This is an optimization exercise on Yosys and OpenROAD, whose aim is small area and a short achievable clock period, not a production implementation. RTL that was checked went through simulation tests only; none was proved equivalent to the original. The clock input has no modelled driver; a real chip could not lean on it and would need a root buffer or a full tree.

==> inputs of 11-07 <==
## mult_top
module mult_top (
    input             clk,
    input      [31:0] mplier,
    input      [31:0] mcand,
    output     [63:0] product
);
    reg  [31:0] mplier_q;
    reg  [31:0] mcand_q;
    reg  [63:0] product_q;
    wire [63:0] product_d;
    signed_array_mplier #(.N(32)) u_mult (
        .mplier (mplier_q),
        .mcand  (mcand_q),
        .product(product_d)
    );
    always @(posedge clk) begin
        mplier_q  <= mplier;
        mcand_q   <= mcand;
        product_q <= product_d;
    end
    assign product = product_q;
endmodule
Settings: LEC_CHECK=0, ABC_AREA=1, CAP_MARGIN=20, CORE_MARGIN=2, CORE_UTILIZATION=40, SLEW_MARGIN=20, SYNTH_HIERARCHICAL=1, SYNTH_MINIMUM_KEEP_SIZE=0; clock period 28.0 ns.
standard.sh (not shown) runs the stock make flow with config.mk's settings and CLKGATE_MAP_FILE= SYNTH_SCRIPT=/design/flow/synth_recipe.tcl, a recipe that flattens the netlist after the stock synthesis.
==> flow/flow/run.sh <==
#!/bin/bash
# Own layout flow: the standard flow (standard.sh) with the standard
# synthesis unchanged, then the layout steps with
#  - plain buffers (buf_2) on the ports,
#  - a two-level balanced clock tree (flow/cts_own.tcl) in place of ORFS's CTS,
#  - repair_timing aiming at a slack margin below the fixed clock period, so
#    that it sizes and buffers the multiplier's critical paths.
# The output of each make run is in make_*.log here; each step's log is in
# orfs/logs/.
set -euo pipefail
export OWN_FLOW_DIR=$(pwd)/flow
bash standard.sh synth > make_synth.log 2>&1
bash standard.sh \
  SETUP_SLACK_MARGIN=21.55 \
  "BUFFER_PORTS_ARGS=-buffer_cell sky130_fd_sc_hd__buf_2" \
  PRE_CTS_TCL=$OWN_FLOW_DIR/cts_own.tcl \
  finish > make_finish.log 2>&1
Other scripts of this flow, unchanged in this note and not shown: flow/flow/cts_own.tcl
==> 11-23: changes against 11-07 <==
--- a/flow/design.v
+++ b/flow/design.v
@@ -46,27 +46,10 @@
 ) (
     input  [N-1:0]   mplier,
     input  [N-1:0]   mcand,
     output [2*N-1:0] product
 );
-    generate
-        if (N == 32) begin : g32
-            booth_mult32 u_mult (.mplier(mplier), .mcand(mcand), .product(product));
-        end else begin : gn
-            wire [2*N-1:0] a_ext = {{N{mplier[N-1]}}, mplier};
-            wire [2*N-1:0] b_ext = {{N{mcand[N-1]}}, mcand};
-            assign product = a_ext * b_ext;
-        end
-    endgenerate
-endmodule
-module booth_mult32 #(
-    parameter N = 32
-) (
-    input  [N-1:0]   mplier,
-    input  [N-1:0]   mcand,
-    output [2*N-1:0] product
-);
     wire xn0;
     wire xn1;
     wire xn2;
     wire xn3;
     wire xn4;
CORE_UTILIZATION = 50   (was 40)
==> 11-15: changes against 11-07 <==
--- a/flow/design.v
+++ b/flow/design.v
@@ -46,27 +46,10 @@
 ) (
     input  [N-1:0]   mplier,
     input  [N-1:0]   mcand,
     output [2*N-1:0] product
 );
-    generate
-        if (N == 32) begin : g32
-            booth_mult32 u_mult (.mplier(mplier), .mcand(mcand), .product(product));
-        end else begin : gn
-            wire [2*N-1:0] a_ext = {{N{mplier[N-1]}}, mplier};
-            wire [2*N-1:0] b_ext = {{N{mcand[N-1]}}, mcand};
-            assign product = a_ext * b_ext;
-        end
-    endgenerate
-endmodule
-module booth_mult32 #(
-    parameter N = 32
-) (
-    input  [N-1:0]   mplier,
-    input  [N-1:0]   mcand,
-    output [2*N-1:0] product
-);
     wire xn0;
     wire xn1;
     wire xn2;
     wire xn3;
     wire xn4;
--- a/flow/flow/run.sh
+++ b/flow/flow/run.sh
@@ -9,9 +9,9 @@
 # orfs/logs/.
 set -euo pipefail
 export OWN_FLOW_DIR=$(pwd)/flow
 bash standard.sh synth > make_synth.log 2>&1
 bash standard.sh \
-  SETUP_SLACK_MARGIN=21.55 \
+  SETUP_SLACK_MARGIN=21.45 \
   "BUFFER_PORTS_ARGS=-buffer_cell sky130_fd_sc_hd__buf_2" \
   PRE_CTS_TCL=$OWN_FLOW_DIR/cts_own.tcl \
   finish > make_finish.log 2>&1
==> 11-04: changes against 11-07 <==
--- a/flow/design.v
+++ b/flow/design.v
@@ -46,27 +46,10 @@
 ) (
     input  [N-1:0]   mplier,
     input  [N-1:0]   mcand,
     output [2*N-1:0] product
 );
-    generate
-        if (N == 32) begin : g32
-            booth_mult32 u_mult (.mplier(mplier), .mcand(mcand), .product(product));
-        end else begin : gn
-            wire [2*N-1:0] a_ext = {{N{mplier[N-1]}}, mplier};
-            wire [2*N-1:0] b_ext = {{N{mcand[N-1]}}, mcand};
-            assign product = a_ext * b_ext;
-        end
-    endgenerate
-endmodule
-module booth_mult32 #(
-    parameter N = 32
-) (
-    input  [N-1:0]   mplier,
-    input  [N-1:0]   mcand,
-    output [2*N-1:0] product
-);
     wire xn0;
     wire xn1;
     wire xn2;
     wire xn3;
     wire xn4;
==> flow_summary.ini <==
[route]
dr.pass1.iters = 8
via_per_inst = 6.99

[clocking]
postCtsSetupRepairBufs = 1

[global_route]
grt_pass1_wl_um = 144000
grt_use_total = 0.292

[worst_setup_path]
critical_path_class = reg -> reg
critPathCaptureType = flip-flop
rrSetupSlack_ns = 21.57
crit_start = mcand_q[25]
critPathTopFamily = adder cells
endpoint = product_q[52]
rr_endpoint = product_q[52]

[outcome]
status = finished clean

[floorplanning]
die_h_um = 250

[timing]
finalCritPeriodShare = 0.229

[final_layout]
diodes = 0
comb.multi_input.count = 2071
instances_no_fill = 3455
[end of results for 11-15]
==> flow_summary.ini <==
[global_route]
grt_pass1_wl_um = 144000

[route]
dr.pass1.iters = 6

[worst_setup_path]
endpoint = product[29]
critical_path_class = reg -> out
critPathCaptureType = output port
rrSetupSlack_ns = 21.70
critPathTopFamily = flip-flops

[floorplanning]
die_h_um = 250

[outcome]
status = finished clean
[end of results for 11-04]
==> flow_summary.ini <==
[final_layout]
instances_no_fill = 3280
comb.multi_input.count = 2070
diodes = 1

[worst_setup_path]
rr_endpoint = product_q[57]
endpoint = product[26]
crit_start = product_q[26]
critical_path_class = reg -> out
critPathTopFamily = flip-flops

[clocking]
postCtsSetupRepairBufs = 6

[floorplanning]
die_h_um = 224

[outcome]
status = finished clean

[hold_path]
holdPathStages = 2

[global_route]
grt_use_total = 0.371
grt_pass1_wl_um = 144000

[route]
dr.pass1.iters = 7
via_per_inst = 7.34

[timing]
finalCritPeriodShare = 0.228

[synthesis]
synthXorXnorAreaFrac = 0.0145
[end of results for 11-23]
==> flow_summary.ini <==
[route]
dr.pass1.iters = 6
via_per_inst = 7.01

[outcome]
status = finished clean

[worst_setup_path]
rr_endpoint = product_q[61]
critical_path_class = reg -> out
critPathCaptureType = output port
crit_start = product_q[29]
critPathTopFamily = flip-flops

[global_route]
grt_pass1_wl_um = 144000

[final_layout]
comb.multi_input.count = 2070

[floorplanning]
die_h_um = 250

[timing]
finalCritPeriodShare = 0.229
[end of results for 11-07]
In every run of this note, the design's own scripts or RTL, not TritonCTS, make the clock network.


==> trial 71 <==
mult_top, a different RTL version from the one above (not shown whole).
clock: 28.0 ns
lec_check: 0
abc_area: 1
cap_margin: 20
core_margin: 2
core_utilization: 40
slew_margin: 20
synth_hierarchical: 1
synth_minimum_keep_size: 0
==> flow/flow/run.sh <==
#!/bin/bash
# Own layout flow: the standard flow (standard.sh) with the standard
# synthesis unchanged, then the layout steps with
#  - plain buffers (buf_2) on the ports,
#  - a two-level balanced clock tree (flow/cts_own.tcl) in place of ORFS's CTS,
#  - repair_timing aiming at a slack margin below the fixed clock period, so
#    that it sizes and buffers the multiplier's critical paths.
# The output of each make run is in make_*.log here; each step's log is in
# orfs/logs/.
set -euo pipefail
export OWN_FLOW_DIR=$(pwd)/flow
bash standard.sh synth > make_synth.log 2>&1
bash standard.sh \
  SETUP_SLACK_MARGIN=21.3 \
  "BUFFER_PORTS_ARGS=-buffer_cell sky130_fd_sc_hd__buf_2" \
  PRE_CTS_TCL=$OWN_FLOW_DIR/cts_own.tcl \
  finish > make_finish.log 2>&1
Other scripts of this flow, unchanged in this note and not shown: flow/flow/cts_own.tcl
==> inputs of build 86, as changes to trial 71 <==
--- a/flow/flow/run.sh
+++ b/flow/flow/run.sh
@@ -13,3 +13,3 @@
 bash standard.sh \
-  SETUP_SLACK_MARGIN=21.3 \
+  SETUP_SLACK_MARGIN=21.45 \
   "BUFFER_PORTS_ARGS=-buffer_cell sky130_fd_sc_hd__buf_2" \
==> run summary <==
quantity                                                                          trial 71                  build 86
Critical path depth in cells                                                            22                         1
Required arrival time at the worst endpoint                                       28.25 ns                  22.40 ns
Area added between synthesis and finish                                             5.318%                    5.817%
Worst-case clock skew                                                           0.05342 ns                0.05700 ns
Routing usage on met1                                                               0.3013                    0.2996
Met2 usage in global routing                                                        0.4290                    0.4301
Met3 layer usage reported by global route                                          0.03464                   0.03711
Number of instances resized during post-cts repair                                      17                        29
Nets                                                                                  3158                      3164
Final core occ                                                                      0.4248                    0.4268
Multi-input combinational area share                                                0.7754                    0.7731
Final non-filler cell total                                                           3362                      3368
Count of fill cells added during filler insertion                                     5989                      5977
Bufs and invs on worst path                                                              3                         1
R2R Path Start                                                                 mplier_q[5]               mplier_q[9]
Outcome                                                            complete, no violations   complete, no violations
Number of antenna violations at the first check in global routing                        1                         2
Highest-delay cell along the critical path                           sky130_fd_sc_hd__fa_1  sky130_fd_sc_hd__dfxtp_1
No functional check of the RTL was part of any run of this note. No run of this note takes its clock network from TritonCTS; it comes from the design's own scripts or RTL.


==> inputs of zinc <==
Another version of the RTL of mult_top (not shown whole).
clock: 28.0 ns
lec_check: 0
abc_area: 1
cap_margin: 20
core_margin: 2
core_utilization: 40
slew_margin: 20
synth_hierarchical: 1
synth_minimum_keep_size: 0
==> flow/flow/run.sh <==
#!/bin/bash
# Own layout flow: the standard flow (standard.sh) with the standard
# synthesis unchanged, then the layout steps with
#  - plain buffers (buf_2) on the ports,
#  - a two-level balanced clock tree (flow/cts_own.tcl) in place of ORFS's CTS,
#  - repair_timing aiming at a slack margin below the fixed clock period, so
#    that it sizes and buffers the multiplier's critical paths.
# The output of each make run is in make_*.log here; each step's log is in
# orfs/logs/.
set -euo pipefail
export OWN_FLOW_DIR=$(pwd)/flow
bash standard.sh synth > make_synth.log 2>&1
bash standard.sh \
  SETUP_SLACK_MARGIN=21.6 \
  "BUFFER_PORTS_ARGS=-buffer_cell sky130_fd_sc_hd__buf_2" \
  PRE_CTS_TCL=$OWN_FLOW_DIR/cts_own.tcl \
  finish > make_finish.log 2>&1
==> flow/flow/cts_own.tcl <==
set own_l1 sky130_fd_sc_hd__clkbuf_8
set own_l2 sky130_fd_sc_hd__clkbuf_16
set db [ord::get_db]
set block [ord::get_db_block]
set clk_net [$block findNet clk]
set sinks {}
foreach it [$clk_net getITerms] {
  set inst [$it getInst]
  set bb [$inst getBBox]
  set x [expr {([$bb xMin] + [$bb xMax]) / 2}]
  set y [expr {([$bb yMin] + [$bb yMax]) / 2}]
  lappend sinks [list $it $x $y]
}
puts "own cts: [llength $sinks] clock sinks"

# split items (lists whose elements 1, 2 are x, y) into two halves of equal
# size along the longer side of their bounding box
proc own_halves {items} {
  set xs {}; set ys {}
  foreach s $items { lappend xs [lindex $s 1]; lappend ys [lindex $s 2] }
  set xs [lsort -integer $xs]; set ys [lsort -integer $ys]
  set idx [expr {([lindex $xs end] - [lindex $xs 0]) >= ([lindex $ys end] - [lindex $ys 0]) ? 1 : 2}]
  set sorted [lsort -integer -index $idx $items]
  set h [expr {[llength $sorted] / 2}]
  return [list [lrange $sorted 0 [expr {$h - 1}]] [lrange $sorted $h end]]
}
proc own_centroid {items} {
  set sx 0; set sy 0
  foreach s $items { incr sx [lindex $s 1]; incr sy [lindex $s 2] }
  return [list [expr {$sx / [llength $items]}] [expr {$sy / [llength $items]}]]
}
proc own_buffer {name master in_net cx cy} {
  set block [ord::get_db_block]
  set inst [odb::dbInst_create $block $master $name]
  set net [odb::dbNet_create $block "${name}_net"]
  $net setSigType CLOCK
  [$inst findITerm A] connect $in_net
  [$inst findITerm X] connect $net
  set m [$inst getMaster]
  $inst setLocation [expr {$cx - [$m getWidth] / 2}] [expr {$cy - [$m getHeight] / 2}]
  $inst setPlacementStatus PLACED
  return $net
}

set m1 [$db findMaster $own_l1]
set m2 [$db findMaster $own_l2]
set quarters {}
foreach h [own_halves $sinks] { foreach q [own_halves $h] { lappend quarters $q } }
set qi 0
foreach q $quarters {
  set eighths [own_halves $q]
  set leaves {}
  foreach e $eighths { lappend leaves [concat [own_centroid $e]] }
  # first-level buffer midway between its two second-level buffers
  set c1 [own_centroid [list [concat x [lindex $leaves 0]] [concat x [lindex $leaves 1]]]]
  set n1 [own_buffer "clkbuf_own_l1_$qi" $m1 $clk_net [lindex $c1 0] [lindex $c1 1]]
  set ei 0
  foreach e $eighths {
    set c2 [own_centroid $e]
    set n2 [own_buffer "clkbuf_own_l2_${qi}_$ei" $m2 $n1 [lindex $c2 0] [lindex $c2 1]]
    foreach s $e {
      set it [lindex $s 0]
      $it disconnect
      $it connect $n2
    }
    puts "own cts: clkbuf_own_l2_${qi}_$ei drives [llength $e] registers"
    incr ei
  }
  incr qi
}
set_propagated_clock [all_clocks]
rename clock_tree_synthesis own_unused_clock_tree_synthesis
proc clock_tree_synthesis {args} {
  puts "own cts: ORFS clock_tree_synthesis skipped, two-level tree built by flow/cts_own.tcl"
}
==> amber: changes against zinc <==
==> flow/flow/run.sh (replaced) <==
#!/bin/bash
# Own layout flow: the standard flow (standard.sh) with the standard
# synthesis unchanged, then the layout steps with
#  - the buffers ABC inserted removed at floorplan (the resizer rebuffers),
#  - plain buffers (buf_2) on the ports,
#  - repair_timing aiming at a slack margin below the fixed clock period, so
#    that it sizes and buffers the multiplier's critical paths.
# The output of each make run is in make_*.log here; each step's log is in
# orfs/logs/.
set -euo pipefail
bash standard.sh synth > make_synth.log 2>&1
bash standard.sh \
  SETUP_SLACK_MARGIN=21.3 \
  REMOVE_ABC_BUFFERS=0 \
  "BUFFER_PORTS_ARGS=-buffer_cell sky130_fd_sc_hd__buf_2" SLEW_MARGIN=50 CAP_MARGIN=50 \
  finish > make_finish.log 2>&1
removed: flow/flow/cts_own.tcl
==> run summary <==
	amber	zinc
Critical R2R Launch	mplier_q[23]	mplier_q[2]
Critical path's slowest cell	dfxtp_1	dfxtp_2
Met3 Resource Use GR	5.63%	3.48%
Highest Signal Layer	met4	met5
Iteration count of the initial detailed-routing pass	8	5
Ratio of cells with drive above 1 in the final layout	12.0%	14.8%
Number of filler cells placed in the layout	5960	5920
Final core area utilization	43.2%	44.2%
Worst R2R Path Depth	22	20
Status	complete, no violations	complete, no violations
Violation count after the first detailed-route iteration	1801	1763
Non-filler cells in the finished layout	3312	3338
Shortest clock period the worst path allows after layout	6.55 ns	6.37 ns
GR Util met1	30.3%	31.1%
Worst-case hold slack	0.917 ns	0.929 ns
Met1 routed wirelength after detailed routing	30600 um	31600 um
In zinc the design's own scripts or RTL, not TritonCTS, make the clock network.

static timing again, ports no longer ideal:
The results above use ideal ports. As a check the final layouts listed here were re-extracted and re-timed, cells and wires unchanged. Step 1 sets driving cells, clkbuf_16 on the clock port and buf_2 on the other inputs (assumed; they add their load-dependent delay and slew). Step 2 moves the port delays by t, midway between the first and last clock arrival at a register: inputs arrive t later, outputs are due t later. That takes back most of the time a late clock gives input paths. Slacks: ideal / step 1 / step 2; pairs: ideal / step 1.
run	t (ns)	slack for setup (ns)	worst hold slack (ns)	clock arrival spread, ns	pins driven straight from the clock port
11-07	0.440	21.595 / 21.470 / 21.704	0.789 / 0.789 / 0.789	0.078 / 0.078	4
11-23	0.429	21.617 / 21.497 / 21.755	0.887 / 0.887 / 0.887	0.058 / 0.058	4
11-15	0.444	21.574 / 21.462 / 21.574	0.790 / 0.790 / 0.790	0.076 / 0.076	4
11-04	0.440	21.595 / 21.470 / 21.704	0.789 / 0.789 / 0.789	0.078 / 0.078	4
trial 71	0.426	21.514 / 21.483 / 21.514	0.925 / 0.925 / 0.925	0.054 / 0.054	4
build 86	0.427	21.605 / 21.481 / 21.635	0.923 / 0.923 / 0.923	0.057 / 0.057	4
zinc	0.428	21.635 / 21.512 / 21.743	0.929 / 0.929 / 0.929	0.048 / 0.048	4
amber	0.552	21.446 / 21.384 / 21.562	0.917 / 0.917 / 0.917	0.009 / 0.009	1
After both steps setup and hold are still met in every run listed.
